Source: an optimization exercise on an open RTL-to-GDS flow (aim: a short achievable clock period and few clock cycles). Production flows keep margins and buffers that such runs may drop.
Only simulation tests tie the RTL to the original design; equivalence was not proved.
No activity file was given, so power comes from the tool's default toggle rates.

[design/flow/design.v]
module ksadd16 (
    input  logic [15:0] a, b,
    input  logic        ci,
    output logic [15:0] s,
    output logic        co
);
    logic [15:0] g0, p0, g1, p1, g2, p2, g3, p3, g4, p4;
    logic [15:0] c;                 
    assign g0 = (a & b) | {15'd0, ci & (a[0] ^ b[0])};
    assign p0 = a ^ b;
    genvar i;
    generate
        for (i = 0; i < 16; i++) begin : lv
            if (i >= 1) begin
                assign g1[i] = g0[i] | (p0[i] & g0[i-1]);
                assign p1[i] = p0[i] & p0[i-1];
            end else begin
                assign g1[i] = g0[i];
                assign p1[i] = p0[i];
            end
            if (i >= 2) begin
                assign g2[i] = g1[i] | (p1[i] & g1[i-2]);
                assign p2[i] = p1[i] & p1[i-2];
            end else begin
                assign g2[i] = g1[i];
                assign p2[i] = p1[i];
            end
            if (i >= 4) begin
                assign g3[i] = g2[i] | (p2[i] & g2[i-4]);
                assign p3[i] = p2[i] & p2[i-4];
            end else begin
                assign g3[i] = g2[i];
                assign p3[i] = p2[i];
            end
            if (i >= 8) begin
                assign g4[i] = g3[i] | (p3[i] & g3[i-8]);
                assign p4[i] = p3[i] & p3[i-8];
            end else begin
                assign g4[i] = g3[i];
                assign p4[i] = p3[i];
            end
        end
    endgenerate
    assign c  = {g4[14:0], ci};
    assign s  = p0 ^ c;
    assign co = g4[15];
endmodule
module inc8 (
    input  logic [7:0] a,
    output logic [7:0] y
);
    genvar i;
    generate
        for (i = 0; i < 8; i++) begin : b
            if (i == 0) assign y[i] = ~a[0];
            else        assign y[i] = a[i] ^ (&a[i-1:0]);
        end
    endgenerate
endmodule
module dec8 (
    input  logic [7:0] a,
    output logic [7:0] y
);
    genvar i;
    generate
        for (i = 0; i < 8; i++) begin : b
            if (i == 0) assign y[i] = ~a[0];
            else        assign y[i] = a[i] ^ ~(|a[i-1:0]);
        end
    endgenerate
endmodule
module NanoCPU (
    input  logic ck, rst,
    output logic [7:0]  address,
    input  logic [15:0] dataR,
    output logic [15:0] dataW,
    output logic ce, we,
    output logic halt
);
    logic [15:0] R [3:0];           
    logic [7:0]  AR;                
    logic [7:0]  PCn;               
    logic        dcyc;              
    logic        halted;
    logic        wr;                
    logic        ev;                
    logic        e_alu, e_rd, e_br;
    logic [1:0]  e_op;              
    logic [1:0]  edst;
    logic [15:0] A, B;
    logic [15:0] sum, diff, res;
    logic        c_add, c_sub, lt;
    ksadd16 u_add (.a(A), .b(B),  .ci(1'b0), .s(sum),  .co(c_add));
    ksadd16 u_sub (.a(A), .b(~B), .ci(1'b1), .s(diff), .co(c_sub));
    assign lt = ~c_sub;             
    always_comb begin
        case (e_op)
            2'd0:    res = A ^ B;
            2'd1:    res = diff;
            2'd2:    res = sum;
            default: res = {15'd0, lt};
        endcase
    end
    assign address = AR;
    assign dataW   = B;
    assign ce      = 1'b1;
    assign we      = wr;
    assign halt    = halted;
    logic mis;
    assign mis = ev && e_br && (B == 16'd0);
    logic [15:0] cdat [15:0];
    logic [3:0]  ctag [15:0];
    logic [15:0] cval;
    logic [7:0]  ARm1;              
    logic [7:0]  PCm;               
    logic [7:0]  Wm1;               
    dec8 u_dec (.a(W[11:4]), .y(Wm1));
    logic [15:0] NW;
    logic        hit;               
    logic        fetch;
    logic [15:0] W;
    logic [7:0]  FA, FA1, AR1, PCn1;
    inc8 u_inca (.a(AR),  .y(AR1));
    inc8 u_incp (.a(PCn), .y(PCn1));
    assign fetch = dcyc ? hit : !mis;
    assign W     = dcyc ? NW : dataR;
    assign FA    = dcyc ? PCn : AR;
    assign FA1   = dcyc ? PCn1 : AR1;
    logic [15:0] nw_a, nw_p;
    logic        hv_a, hv_p;
    logic        lwr;               
    assign lwr  = !dcyc || wr;
    assign nw_a = cdat[AR[3:0]];
    assign nw_p = cdat[PCn[3:0]];
    assign hv_a = cval[AR[3:0]]  && ctag[AR[3:0]]  == AR[7:4]  && !(lwr && ARm1[3:0] == AR[3:0]);
    assign hv_p = cval[PCn[3:0]] && ctag[PCn[3:0]] == PCn[7:4] && !(lwr && ARm1[3:0] == PCn[3:0]);
    logic [3:0] opc;
    logic f_rd, f_wr, f_ctl, f_alu, f_end;
    assign opc   = W[15:12];
    assign f_end = opc[3];
    assign f_rd  = opc == 4'd0;
    assign f_wr  = opc == 4'd1;
    assign f_ctl = opc[3:2] == 2'b00;        
    assign f_alu = opc[3:2] == 2'b01;
    logic        e_wb, e_ld;
    assign e_wb = ev && e_alu && !dcyc;      
    assign e_ld = dcyc && e_rd;              
    logic [15:0] rA, rB, opA, opB;
    assign rA  = R[W[5:4]];
    assign rB  = R[W[1:0]];
    assign opA = (e_wb && edst == W[5:4]) ? res : (e_ld && edst == W[5:4]) ? dataR : rA;
    assign opB = (e_wb && edst == W[1:0]) ? res : (e_ld && edst == W[1:0]) ? dataR : rB;
    always_ff @(posedge ck or posedge rst) begin
        if (rst) begin
            AR <= 8'd0; ARm1 <= 8'hff; dcyc <= 1'b0; halted <= 1'b0; wr <= 1'b0; ev <= 1'b0;
            R[0] <= 16'd0; R[1] <= 16'd0; R[2] <= 16'd0; R[3] <= 16'd0;
            cval <= 16'd0;
        end else if (!halted) begin
            if (e_ld)      R[edst] <= dataR;
            else if (e_wb) R[edst] <= res;
            if (!dcyc) cval[ARm1[3:0]] <= 1'b1;
            if (fetch) begin
                ev   <= 1'b1;
                wr   <= f_wr;
                dcyc <= f_rd || f_wr;
                if (f_end) halted <= 1'b1;
                AR   <= f_ctl ? W[11:4] : FA1;
                ARm1 <= f_ctl ? Wm1 : FA;
            end else begin
                ev   <= 1'b0;
                wr   <= 1'b0;
                dcyc <= 1'b0;
                AR   <= PCn;
                ARm1 <= PCm;
            end
        end
    end
    always_ff @(posedge ck) begin
        PCn   <= FA1;
        PCm   <= FA;
        NW    <= dcyc ? nw_p : nw_a;
        hit   <= (dcyc ? hv_p : hv_a) && !(f_wr && W[11:4] == FA1);
        e_alu <= f_alu;
        e_rd  <= f_rd;
        e_br  <= opc == 4'd3;
        e_op  <= opc[1:0];
        edst  <= f_rd ? W[1:0] : W[9:8];
        A     <= opA;
        B     <= opB;
    end
    genvar gi;
    generate
        for (gi = 0; gi < 16; gi++) begin : line
            always_ff @(posedge ck) begin
                if (ARm1[3:0] == gi) begin
                    if (!dcyc) begin
                        cdat[gi] <= dataR;
                        ctag[gi] <= ARm1[7:4];
                    end else if (wr && ctag[gi] == ARm1[7:4]) begin
                        cdat[gi] <= B;
                    end
                end
            end
        end
    endgenerate
endmodule
[design/flow/run.sh]
#!/bin/bash
# synth_recipe.tcl (not shown) runs the flow's synth.tcl, then flattens the netlist and writes it again
# the make line also repeats each setting of config.mk as NAME=value (left out here)
make -C /OpenROAD-flow-scripts/flow DESIGN_CONFIG=/design/flow/config.mk WORK_HOME=/design/flow/orfs CLKGATE_MAP_FILE= SYNTH_SCRIPT=/design/flow/synth_recipe.tcl finish
[design/flow/config.mk]
export PLATFORM = sky130hd
export DESIGN_NAME = NanoCPU
export DESIGN_NICKNAME = NanoCPU
export VERILOG_FILES = /design/flow/design.v
export SDC_FILE = /design/flow/constraint.sdc
export NUM_CORES = 4
export LEC_CHECK = 0
export ABC_CLOCK_PERIOD_IN_PS = 1500
export CAP_MARGIN = 20
export CORE_MARGIN = 2
export CORE_UTILIZATION = 40
export PLACE_DENSITY = 0.6
export SETUP_SLACK_MARGIN = 3.5
export SLEW_MARGIN = 20
[design/flow/constraint.sdc]
create_clock -name core_clock -period 5.5 [get_ports {ck}]
set_input_delay 1.1000 -clock core_clock [delete_from_list [all_inputs] [get_ports {ck}]]
set_output_delay 1.1000 -clock core_clock [all_outputs]
set_load 0.01 [all_outputs]
==> impl_metrics.ini, run 1 <==
[detailed_routing]
num_vias = 23232
drtAntennaViolNets = 0
wire_per_inst_um = 32.3
firstDrtPassIters = 7
drc = 0
first_iter_violations = 3858
viasPerCell = 6.84
drt_wl_total_mm = 110

[cells_and_area]
drive_above_1_share_pct = 37.8
syn_to_final_growth_pct = 41.7
final_area_mm2 = 0.0340
final_util_pct = 57.5
fillers = 4564
nets = 2657
stdcell_count = 3397
final_cell_mix = edfxtp_1 (288), buf_4 (236), nand2_1 (191)
n_antenna_cell = 0
final_common_cell = edfxtp_1

[worst_setup_path]
path_max_fanout = 9
max_stage_delay_ps = 450
cpMostUsedCell = mux2_4
arrival_ps = 3310
crit_required_ps = 5980
crit_chain = ha_2 -> nand2b_1 -> a2111oi_4 -> o41ai_4 -> o31ai_4 -> mux2_4 -> mux2_4 -> a31oi_4 -> o21ai_1
setup.worst_path.start_class = register
slowest_stage = a2111oi_4
crit_path_end_kind = register
critPathKind = reg2reg

[yosys]
synth_warnings = 4
syn_inst = 2234
synth_ff_type = edfxtp_1
async_flop_share_pct = 21.8
yosysTopAreaCell = edfxtp_1
synth_area_leaders = edfxtp_1 (36%), dfrtp_1 (9.6%), dfxtp_1 (5.8%)
syn-cell-area_mm2 = 0.0240
synth_seq_cells = 458
syn_nets = 2306
synth_top_area_share_pct = 36.0
synth_edf_count = 288
ys_types = 84
avgSynthCellArea_um2 = 10.8
synth_seq_area_share_pct = 52.3

[place]
place_area_mm2 = 0.0258
place_congestion = 0.923
placed_cells = 2918
io_buffers = 43
dp_hpwl_mm = 57.9

[cts]
clkSinkCount = 458
holdBufCountCts = 0
insertion_delay_ps = 620
cts_tree = yes
ctsRootBufferMaster = clkbuf_16
cts_buffers = 49
htree_levels = 2
path_clk_slew_ps = 60
clockBufferDepth = 3

[grt]
top_usage_layer = met2
grt_pass1_vias = 21638
grt_max_degree = 38
grt_first_pass_wirelength_mm = 149
met1_usage_pct = 42.0
grt_util_all_layers_pct = 32.5
met3_usage_pct = 8.21
antenna_found_initial = 2
overflow = 0
use_met2_pct = 49.8

[timing]
skew_ps = 26.8
slew_headroom_pct = 39.7
rsz0062_at_grt = yes
tightest_slew_ps = 904
slew_violations = 0
fin_crit_sh_pct = 51.4
setup_viol = 0
tns_ps = 0
timing_hold_violations_final = 0
layout_min_cycle_time_ps = 2830
fmax_mhz = 354

[floorplanning]
rows = 89
initial_core_util_pct = 40.6
die_h_um = 249
pin_count = 45
coreArea_mm2 = 0.0592
die_area_mm2 = 0.0621
die_w_um = 249

[min_path]
min_path_type = reg2reg

[status]
status = timing/DRC/antenna clean

[power_and_ir_drop]
ir_drop_mv = 0.295
p_leak_nw = 12.6
p_per_area_mw_per_mm2 = 599

[job]
maxCapViolations = 0
layout make-up:
cell class                 count  area, um^2  area share (%)
inverter                      59         274           0.805
clock inverter                28         345            1.01
tap                          773         967            2.84
multi-input combinational   1547       13200            38.8
timing repair inverter         2        15.0          0.0441
timing repair buffer         468        5280            15.5
clock buffer                  62        1270            3.74
sequential                   458       12700            37.3
cells in the mapped netlist, types with 58 or more instances:
master    count
dfxtp_1      70
a21oi_1     125
inv_1        58
o21ai_0     124
a211oi_1     62
edfxtp_1    288
dfrtp_1      92
clkbuf_1    124
a22oi_1      80
nor2_1      143
nand2_1     206
xnor2_1      61
a221oi_1     62
where the power goes:
group / total [mW] / switching [mW] / internal, mW
Combinational: 11.6 / 6.54 / 5.10
Clock: 3.45 / 1.47 / 1.98
Sequential: 5.32 / 0.768 / 4.55
worst paths after layout:
kind                       slack (ps)    start        to  depth (start not counted)
min reg2reg                       470  cval[3]   cval[3]                          1
min                               470  cval[3]   cval[3]                          1
max reg2reg                      2670     A[9]  R[0][14]                          9
max in group asynchronous        3640      rst      dcyc                          3
max                              2670     A[9]  R[0][14]                          9
min in group asynchronous        1030      rst   R[2][0]                          2
metal layers:
layer / part of all wire, % / wire length (um)
met1: 36 / 39100
met2: 43 / 47100
met3: 14 / 14900
met4: 7.7 / 8420
met5: 0.016 / 18
sequential cells by signal (all words and copies together), names as in the netlist, 2 cells and up:
register  flops
A            16
AR            8
ARm1          8
B            16
NW           14
PCm           8
PCn           8
R            64
cdat        224
ctag         64
cval         16
e_op          2
edst          2
what timing repair did:
action	CTS	global route
pin swaps	146	119
gates cloned	25	11
setup buffers	254	99
gates resized for setup	578	222
endpoints found under the setup margin	587	393
critical path: cells and delay by family (launching register included):
| family | cells | cell delay, ps |
|---|---|---|
| fa+ha+maj | 1 | 390 |
| compound gates | 5 | 980 |
| flops | 1 | 430 |
| mux | 2 | 650 |
| simple gates | 1 | 230 |
stage by stage:
step	setup WS (ps)	power (mW)	hold WS (ps)
2_1_floorplan	2930	10.0	423
3_3_place_gp	1680	12.3	455
3_5_place_dp	1620	12.3	462
4_1_cts	2710	18.6	475
5_1_grt	2610	20.9	495
6_report	2670	20.4	471
cells by family after synthesis:
kind of cell	Yosys count	synth area share, %
mux	80	3.92
compound gates	712	21.2
flops	458	52.3
other cells	1	0.0156
xor+xnor	110	4.01
simple gates	580	11.5
fa+ha+maj	54	2.87
buf+inv	239	4.19
Testbench counts, summed over its fixed seeds: cycles 41,809.
==> run 2, diff against run 1 <==
--- a/design/flow/design.v
+++ b/design/flow/design.v
@@ -84,7 +84,7 @@
     logic        halted;
     logic        wr;                
     logic        ev;                
-    logic        e_alu, e_rd, e_br;
+    logic        e_alu, e_rd;
     logic [1:0]  e_op;              
     logic [1:0]  edst;
     logic [15:0] A, B;
@@ -106,8 +106,17 @@
     assign ce      = 1'b1;
     assign we      = wr;
     assign halt    = halted;
-    logic mis;
-    assign mis = ev && e_br && (B == 16'd0);
+    logic [15:0] pz;
+    logic        nz_res;
+    assign pz = (A ^ B) ^ {A[14:0] | B[14:0], 1'b0};
+    always_comb begin
+        case (e_op)
+            2'd0, 2'd1: nz_res = A != B;
+            2'd2:       nz_res = pz != 16'd0;
+            default:    nz_res = lt;
+        endcase
+    end
+    logic [3:0] nzR;                
     logic [15:0] cdat [15:0];
     logic [3:0]  ctag [15:0];
     logic [15:0] cval;
@@ -122,7 +131,7 @@
     logic [7:0]  FA, FA1, AR1, PCn1;
     inc8 u_inca (.a(AR),  .y(AR1));
     inc8 u_incp (.a(PCn), .y(PCn1));
-    assign fetch = dcyc ? hit : !mis;
+    assign fetch = dcyc ? hit : 1'b1;
     assign W     = dcyc ? NW : dataR;
     assign FA    = dcyc ? PCn : AR;
     assign FA1   = dcyc ? PCn1 : AR1;
@@ -135,13 +144,16 @@
     assign hv_a = cval[AR[3:0]]  && ctag[AR[3:0]]  == AR[7:4]  && !(lwr && ARm1[3:0] == AR[3:0]);
     assign hv_p = cval[PCn[3:0]] && ctag[PCn[3:0]] == PCn[7:4] && !(lwr && ARm1[3:0] == PCn[3:0]);
     logic [3:0] opc;
-    logic f_rd, f_wr, f_ctl, f_alu, f_end;
+    logic f_rd, f_wr, f_alu, f_end;
     assign opc   = W[15:12];
     assign f_end = opc[3];
     assign f_rd  = opc == 4'd0;
     assign f_wr  = opc == 4'd1;
-    assign f_ctl = opc[3:2] == 2'b00;        
     assign f_alu = opc[3:2] == 2'b01;
+    logic f_jmp, f_br, f_mem, cond;
+    assign f_jmp = opc == 4'd2;
+    assign f_br  = opc == 4'd3;
+    assign f_mem = opc[3:1] == 3'd0;
     logic        e_wb, e_ld;
     assign e_wb = ev && e_alu && !dcyc;      
     assign e_ld = dcyc && e_rd;              
@@ -150,22 +162,29 @@
     assign rB  = R[W[1:0]];
     assign opA = (e_wb && edst == W[5:4]) ? res : (e_ld && edst == W[5:4]) ? dataR : rA;
     assign opB = (e_wb && edst == W[1:0]) ? res : (e_ld && edst == W[1:0]) ? dataR : rB;
+    assign cond = (e_wb && edst == W[1:0]) ? nz_res : (e_ld && edst == W[1:0]) ? (dataR != 16'd0) : nzR[W[1:0]];
     always_ff @(posedge ck or posedge rst) begin
         if (rst) begin
             AR <= 8'd0; ARm1 <= 8'hff; dcyc <= 1'b0; halted <= 1'b0; wr <= 1'b0; ev <= 1'b0;
             R[0] <= 16'd0; R[1] <= 16'd0; R[2] <= 16'd0; R[3] <= 16'd0;
+            nzR <= 4'd0;
             cval <= 16'd0;
         end else if (!halted) begin
-            if (e_ld)      R[edst] <= dataR;
-            else if (e_wb) R[edst] <= res;
+            if (e_ld) begin
+                R[edst]   <= dataR;
+                nzR[edst] <= dataR != 16'd0;
+            end else if (e_wb) begin
+                R[edst]   <= res;
+                nzR[edst] <= nz_res;
+            end
             if (!dcyc) cval[ARm1[3:0]] <= 1'b1;
             if (fetch) begin
                 ev   <= 1'b1;
                 wr   <= f_wr;
                 dcyc <= f_rd || f_wr;
                 if (f_end) halted <= 1'b1;
-                AR   <= f_ctl ? W[11:4] : FA1;
-                ARm1 <= f_ctl ? Wm1 : FA;
+                AR   <= (f_mem || f_jmp || (f_br && cond)) ? W[11:4] : FA1;
+                ARm1 <= (f_mem || f_jmp || (f_br && cond)) ? Wm1 : FA;
             end else begin
                 ev   <= 1'b0;
                 wr   <= 1'b0;
@@ -182,7 +201,6 @@
         hit   <= (dcyc ? hv_p : hv_a) && !(f_wr && W[11:4] == FA1);
         e_alu <= f_alu;
         e_rd  <= f_rd;
-        e_br  <= opc == 4'd3;
         e_op  <= opc[1:0];
         edst  <= f_rd ? W[1:0] : W[9:8];
         A     <= opA;
==> run 2 against run 1 <==
Die area rose by 2.4%; clock power is 2% higher; area after synthesis up 2.4%; hold slack worse by 16 ps; utilization increased by 0.62 points; total power is 61% lower; setup slack lost 61 ps; via count fell by 0.83%; sequential cell count increased by 3; critical path type unchanged.
==> impl_metrics.ini, run 2 <==
[status]
status = timing/DRC/antenna clean

[yosys]
synth_seq_cells = 461
synth.most_common_cell = edfxtp_1
synth_seq_area_share_pct = 51.4
syn-cell-area_mm2 = 0.0246
synth_top_area_share_pct = 35.2
synth_compound_area_share_pct = 19.8
synth.area.mux_share_pct = 5.35
synth_area_leaders = edfxtp_1 (35%), dfrtp_1 (9.8%), dfxtp_1 (5.6%)
synth_top_family_by_area = compound AO/OA/AOI/OAI gates
synth_ff_type = edfxtp_1
syn_nets = 2329
ys_types = 79
synth_warnings = 4
synth_edf_count = 288
yosys.area_share.simple_pct = 10.6
avgSynthCellArea_um2 = 11.0
async_flop_share_pct = 22.6
syn_inst = 2227
synth_common_cells = edfxtp_1 (288), nand2_1 (169), clkbuf_1 (157)
synthAdderAreaFrac_pct = 4.33
synth_xor_area_share_pct = 4.49
yosysTopAreaCell = edfxtp_1

[worst_setup_path]
reg2reg_depth = 11
crit_path_end_kind = register
reg2reg_from = AR[0]
crit_required_ps = 6060
critPathKind = reg2reg
reg2reg_to = hit
crit_chain = inv_4 -> ha_4 -> o21ai_0 -> nand2_1 -> buf_6 -> nor2_1 -> a41oi_2 -> xnor2_1 -> nand3_1 -> nor4_4 -> a2bb2oi_2
r2r_setup_slack_ps = 2610
path_max_fanout = 24
max_stage_delay_ps = 540
path_buf_inv = 2
arrival_ps = 3450
critical_path.top_delay_family = simple AND/OR/NAND/NOR gates
slowest_stage = dfrtp_4
setup.worst_path.start_class = register

[floorplanning]
rows = 90
pin_count = 45
die_h_um = 252
die_area_mm2 = 0.0635
die_w_um = 252
coreArea_mm2 = 0.0606
initial_core_util_pct = 40.6

[timing]
fin_crit_sh_pct = 52.5
slew_violations = 0
tightest_slew_ps = 856
skew_ps = 57.3
timing_hold_violations_final = 0
slew_headroom_pct = 43.0
layout_min_cycle_time_ps = 2890
fmax_mhz = 346
setup_viol = 0
rsz0062_at_grt = yes
tns_ps = 0

[min_path]
min_to = ARm1[2]
worstHoldStart = PCm[2]
min_path_type = reg2reg
hold_depth = 2

[place]
dp_hpwl_mm = 58.4
io_buffers = 43
place_area_mm2 = 0.0264
place_congestion = 0.955

[grt]
antenna_found_initial = 1
overflow = 0
grt_pass1_vias = 21990
grt_max_degree = 32
grt_first_pass_wirelength_mm = 148
grt_util_all_layers_pct = 31.5

[cells_and_area]
syn_to_final_growth_pct = 43.0
drive_above_1_share_pct = 42.1
top_register = cdat
largestRegisters = cdat x224, R x64, ctag x64
nets = 2706
final_cell_mix = edfxtp_1 (288), buf_4 (233), buf_6 (144)
largest_register_ffs = 224
final_common_cell = edfxtp_1
final_area_mm2 = 0.0352

[job]
maxCapViolations = 0

[power_and_ir_drop]
internal_power_mw = 6.03
ir_drop_mv = 0.279
seqPwrFrac_pct = 46.2
p_sw_mw = 2.01
p_leak_nw = 13.1
p_comb_share_pct = 10.2
p_per_area_mw_per_mm2 = 229
swShare_pct = 25.0
clockPowerShare_pct = 43.7

[detailed_routing]
drt_wl_total_mm = 107
wire_per_inst_um = 31.2
drtAntennaViolNets = 0
first_iter_violations = 3249
viasPerCell = 6.72
drc = 0
firstDrtPassIters = 7
num_vias = 23039

[cts]
path_clk_slew_ps = 60
htree_levels = 2
ctsRootBufferMaster = clkbuf_16
insertion_delay_ps = 650
cts_tree = yes
clockBufferDepth = 3
clkSinkCount = 461
cts_buffers = 50
[run 2: stage by stage]
| stage | instances | total power [mW] | setup slack [ps] | hold WS [ps] | util, % |
|---|---|---|---|---|---|
| finish | 3429 | 8.04 | 2610 | 456 | 58.1 |
| global route | 3428 | 8.21 | 2580 | 481 | 58.1 |
| CTS | 3320 | 7.92 | 2760 | 459 | 54.8 |
| detailed placement | 2916 | 4.28 | 1270 | 440 | 43.7 |
| global placement | 2916 | 4.27 | 1310 | 423 | 43.7 |
| floorplan | 2227 | 4.13 | 2490 | 416 | - |
[run 2: kinds of logic after synthesis]
kind of cell | count (synthesis)
AOI/OAI and AO/OA | 678
muxes | 90
other | 1
adders and majority gates | 84
buffers and inverters | 254
and+or+nand+nor | 533
xor gates and xnor gates | 126
DFF | 461
[run 2: cell type report]
class	count	area (um^2)
diodes	1	2.50
clock buffers	68	1410
clock inverters	26	305
fillers	4693	25400
inverters	75	324
multi-input cells	1525	13900
flip-flops and latches	461	12800
well taps	782	978
repair buffers	488	5470
repair inverters	3	20.0
[run 2: tightest hold or removal path, stage by stage (launching register included)]
cell	delay [ps]
dfxtp_1	310
nand2_1	40
o221ai_1	70
[run 2: repair_timing]
| action | in CTS | in global routing |
|---|---|---|
| hold buffers | 0 | 0 |
| gates resized for setup | 642 | 247 |
| pin swaps | 174 | 166 |
| setup endpoints to repair | 656 | 526 |
| setup buffers | 286 | 96 |
| gates cloned | 24 | 12 |
[run 2: routing by layer]
layer  part of all wire [%]  vias up  track usage [%]  routed length, um
met5                 0.0084        -                0                  9
met4                    7.6        2             18.0               8170
met3                     12      532             7.99              13000
met2                     44     1797             49.5              47000
met1                     36    11350             39.6              38900
li1                       -     9358                -                  -
[run 2: power groups by stage]
stage | Combinational [mW] | Sequential (mW) | Clock [mW]
floorplan | 0.354 | 3.77 | 0
global placement | 0.485 | 3.79 | 0
detailed placement | 0.493 | 3.79 | 0
CTS | 0.704 | 3.71 | 3.51
global route | 0.848 | 3.71 | 3.66
finish | 0.816 | 3.71 | 3.51
[run 2: worst max-delay path by stage]
stage	from	endpoint	slack, ps	cells past startpoint
5_1_grt	AR[0]	hit	2580	10
6_report	AR[0]	hit	2610	11
4_1_cts	PCn[1]	hit	2760	9
3_3_place_gp	dataR[1]	AR[2]	1310	12
3_5_place_dp	dataR[1]	AR[2]	1270	12
2_1_floorplan	dataR[0]	AR[4]	2490	9
Testbench counts of run 2, summed over its fixed seeds: cycles 40,833.
==> run 3, diff against run 2 <==
--- a/design/flow/design.v
+++ b/design/flow/design.v
@@ -113,7 +113,7 @@
         case (e_op)
             2'd0, 2'd1: nz_res = A != B;
             2'd2:       nz_res = pz != 16'd0;
-            default:    nz_res = lt;
+            default:    nz_res = 1'b1;    
         endcase
     end
     logic [3:0] nzR;                
@@ -131,7 +131,9 @@
     logic [7:0]  FA, FA1, AR1, PCn1;
     inc8 u_inca (.a(AR),  .y(AR1));
     inc8 u_incp (.a(PCn), .y(PCn1));
-    assign fetch = dcyc ? hit : 1'b1;
+    logic e_chk, mis;
+    assign mis   = ev && e_chk && !B[0];
+    assign fetch = dcyc ? hit : !mis;
     assign W     = dcyc ? NW : dataR;
     assign FA    = dcyc ? PCn : AR;
     assign FA1   = dcyc ? PCn1 : AR1;
@@ -175,7 +177,7 @@
                 nzR[edst] <= dataR != 16'd0;
             end else if (e_wb) begin
                 R[edst]   <= res;
-                nzR[edst] <= nz_res;
+                nzR[edst] <= (e_op == 2'd3) ? lt : nz_res;
             end
             if (!dcyc) cval[ARm1[3:0]] <= 1'b1;
             if (fetch) begin
@@ -202,6 +204,7 @@
         e_alu <= f_alu;
         e_rd  <= f_rd;
         e_op  <= opc[1:0];
+        e_chk <= f_br && e_wb && edst == W[1:0] && e_op == 2'd3;
         edst  <= f_rd ? W[1:0] : W[9:8];
         A     <= opA;
         B     <= opB;
==> run 3 against run 2 <==
Still clean on timing, DRC and antenna; clock power shrank 5.7%; synthesized cell count is 1.4% lower; first-iteration DRC count increased by 15%; critical path depth decreased by 1; routed wire length fell by 3.3%; sequential power increased by 44%; die area is 0.60% lower; utilization is 1.8 points lower; global-route usage decreased by 0.31 points; via count decreased by 4.0%; sequential cell count is 1 higher; register-to-register slack better by 90 ps; critical path type unchanged; largest power group is now combinational logic.
==> impl_metrics.ini, run 3 <==
[status]
status = timing/DRC/antenna clean

[detailed_routing]
wire_per_inst_um = 31.3
firstDrtPassIters = 10
drtAntennaViolNets = 0
drt_wl_total_mm = 104
viasPerCell = 6.69
num_vias = 22110
drc = 0
first_iter_violations = 3731

[yosys]
synth.most_common_cell = edfxtp_1
syn-cell-area_mm2 = 0.0245
synth_compound_area_share_pct = 19.2
ys_types = 80
synth_warnings = 4
yosys.area_share.simple_pct = 10.5
synth_ff_type = edfxtp_1
syn_inst = 2195
synth.area.mux_share_pct = 5.83
synth_xor_area_share_pct = 4.62
synth_top_area_share_pct = 35.4
async_flop_share_pct = 22.5
synth_seq_cells = 462
avgSynthCellArea_um2 = 11.1
syn_nets = 2290
synthAdderAreaFrac_pct = 4.00
synth_edf_count = 288
yosysTopAreaCell = edfxtp_1
synth_common_cells = edfxtp_1 (288), nand2_1 (184), clkbuf_1 (152)
synth_area_leaders = edfxtp_1 (35%), dfrtp_1 (9.8%), dfxtp_1 (5.7%)
synth_seq_area_share_pct = 51.8
synth_top_family_by_area = compound AO/OA/AOI/OAI gates

[cells_and_area]
syn_to_final_growth_pct = 38.8
largestRegisters = cdat x224, R x64, ctag x64
final_cell_mix = edfxtp_1 (288), nand2_1 (169), buf_4 (169)
final_common_cell = edfxtp_1
drive_above_1_share_pct = 37.3
final_util_pct = 56.2
fillers = 4755
final_area_mm2 = 0.0339
nets = 2579
top_register = cdat
largest_register_ffs = 224

[worst_setup_path]
reg2reg_depth = 10
crit_chain = ha_4 -> nor3b_2 -> buf_6 -> a22o_1 -> a221oi_4 -> nand4_1 -> o21ai_1 -> xnor2_1 -> or4_1 -> a21oi_1
slowest_stage = dfrtp_4
critPathKind = reg2reg
max_stage_delay_ps = 550
crit_required_ps = 6050
critical_path.top_delay_family = simple AND/OR/NAND/NOR gates
path_buf_inv = 1
arrival_ps = 3340
setup.worst_path.start_class = register
path_max_fanout = 17
reg2reg_from = AR[0]
r2r_setup_slack_ps = 2700
reg2reg_to = hit
crit_path_end_kind = register

[timing]
rsz0062_at_grt = yes
setup_ws_ps = 2700
tightest_slew_ps = 775
slew_violations = 0
timing_hold_violations_final = 0
fmax_mhz = 357
slew_headroom_pct = 46.9
tns_ps = 0
setup_viol = 0
skew_ps = 28.8
layout_min_cycle_time_ps = 2800
fin_crit_sh_pct = 50.9

[min_path]
worstHoldStart = PCm[6]
min_path_type = reg2reg
hold_depth = 2
min_to = ARm1[6]

[power_and_ir_drop]
ir_drop_mv = 0.280
total_power_mw = 19.2
swShare_pct = 41.9
seqPwrFrac_pct = 27.8
internal_power_mw = 11.2
p_comb_share_pct = 54.9
p_per_area_mw_per_mm2 = 565
p_sw_mw = 8.04
p_leak_nw = 12.5
clockPowerShare_pct = 17.2

[place]
dp_hpwl_mm = 57.8
io_buffers = 43
place_congestion = 0.944
place_area_mm2 = 0.0262
post-place-ws_ps = 1260

[grt]
antenna_found_initial = 4
grt_first_pass_wirelength_mm = 145
grt_max_degree = 51
grt_pass1_vias = 21082
overflow = 0
grt_util_all_layers_pct = 31.2

[cts]
insertion_delay_ps = 620
htree_levels = 2
clkSinkCount = 462
holdBufCountCts = 0
ctsRootBufferMaster = clkbuf_16
clockBufferDepth = 3
path_clk_slew_ps = 60
cts_tree = yes
cts_buffers = 48

[floorplanning]
coreArea_mm2 = 0.0604
initial_core_util_pct = 40.5
die_area_mm2 = 0.0631
pin_count = 45
rows = 90
die_w_um = 251
die_h_um = 251

[job]
maxCapViolations = 0
## run 3: changes by cell type after synthesis, sizes merged, moves of 8 or more
cell	change
a21oi	-21
o21bai	+8
o221ai	+19
nand3	-14
xor2	-8
xnor2	+10
o21ai	+8
nand2	+15
a31oi	-9
mux2i	+12
## run 3: how the worst max path moves through the flow
| stage | from | end | slack [ps] | depth (start not counted) |
|---|---|---|---|---|
| 2_1_floorplan | dataR[0] | AR[7] | 2480 | 9 |
| 3_3_place_gp | dataR[1] | ARm1[0] | 1350 | 9 |
| 3_5_place_dp | dataR[1] | ARm1[0] | 1260 | 9 |
| 4_1_cts | B[8] | R[0][15] | 2790 | 10 |
| 5_1_grt | AR[0] | hit | 2590 | 11 |
| 6_report | AR[0] | hit | 2700 | 10 |
## run 3: metrics by stage
| stage | instances | hold WS (ps) |
|---|---|---|
| after floorplan | 2195 | 423 |
| final | 3307 | 465 |
| after detailed placement | 2893 | 450 |
| after global placement | 2893 | 441 |
| after global routing | 3307 | 490 |
| after CTS | 3223 | 465 |
## run 3: logic make-up after synthesis
kind of cell,Yosys count
AO/OA/AOI/OAI,650
XOR/XNOR,128
adder cells (fa/ha/maj),77
buffers and inverters,247
flip-flops,462
multiplexers,101
other,1
AND/OR/NAND/NOR,529
## run 3: final cells by class
class,count,area [um^2],share of cell area [%]
Antenna cell,1,2.50,0.00737
Clock buffer,62,1330,3.91
Clock inverter,28,235,0.693
Inverter,70,302,0.888
Multi-Input combinational cell,1489,13400,39.4
Sequential cell,462,12800,37.7
Tap cell,782,978,2.88
Timing Repair Buffer,412,4930,14.5
Timing Repair inverter,1,7.51,0.0221
## run 3: repair_timing
action	CTS	global route
gates cloned	18	8
setup buffers	222	75
pin swaps	158	132
setup endpoints to repair	621	515
resized for setup	637	206
## run 3: worst reg2reg max path, delay by kind of cell (launching register included)
family,cells,cell delay (ps)
DFF,1,550
buffers and inverters,1,200
adders and majority gates,1,230
xor gates and xnor gates,1,80
and+or+nand+nor,3,890
AOI/OAI and AO/OA,4,780
## run 3: routing by layer
layer | GRT usage [%] | part of all wire, % | wire length (um) | up-vias
met1 | 40.5 | 36 | 37600 | 10723
li1 | - | - | - | 9042
met3 | 8.19 | 13 | 13400 | 494
met4 | 17.0 | 6.9 | 7170 | 2
met2 | 47.6 | 44 | 45400 | 1849
met5 | 0 | 0.0077 | 8 | -
## run 3: power groups by stage
stage                     clock (mW)  combinational, mW  sequential (mW)
final                           3.31               10.5             5.34
after floorplan                    0               4.99             4.98
after CTS                       3.32               9.06             5.36
after detailed placement           0               6.62             5.55
after global routing            3.48               10.9             5.38
after global placement             0               6.56             5.54
Testbench counts of run 3, summed over its fixed seeds: cycles 41,025.

[afterwards: timing with drivers on the ports]
The results above use ideal ports. As a check the final layouts listed here were re-extracted and re-timed, cells and wires unchanged. Step 1, drivers: a clkbuf_16 drives ck and a buf_2 each remaining input, both assumed. Step 2 times the ports against the registers' clock, not the clock port: input delays grow and output delays shrink by t, the midpoint of the rising clock arrivals with the driver on. Three values: no drivers, after step 1, after step 2; two values: the first two.
run	t, ns	setup slack, ns	worst data-port slew with drivers (ns)	cell pins on the clock port's net
run 1	0.671	2.674 / 2.661 / 2.406	0.04	1
run 2	0.680	2.614 / 2.614 / 2.061	0.04	1
run 3	0.667	2.701 / 2.682 / 2.073	0.07	1
After both steps every run listed still meets setup and hold. The setup slack of run 3, which loses most, moves by -0.019 ns with the drivers and by -0.628 ns with both steps.
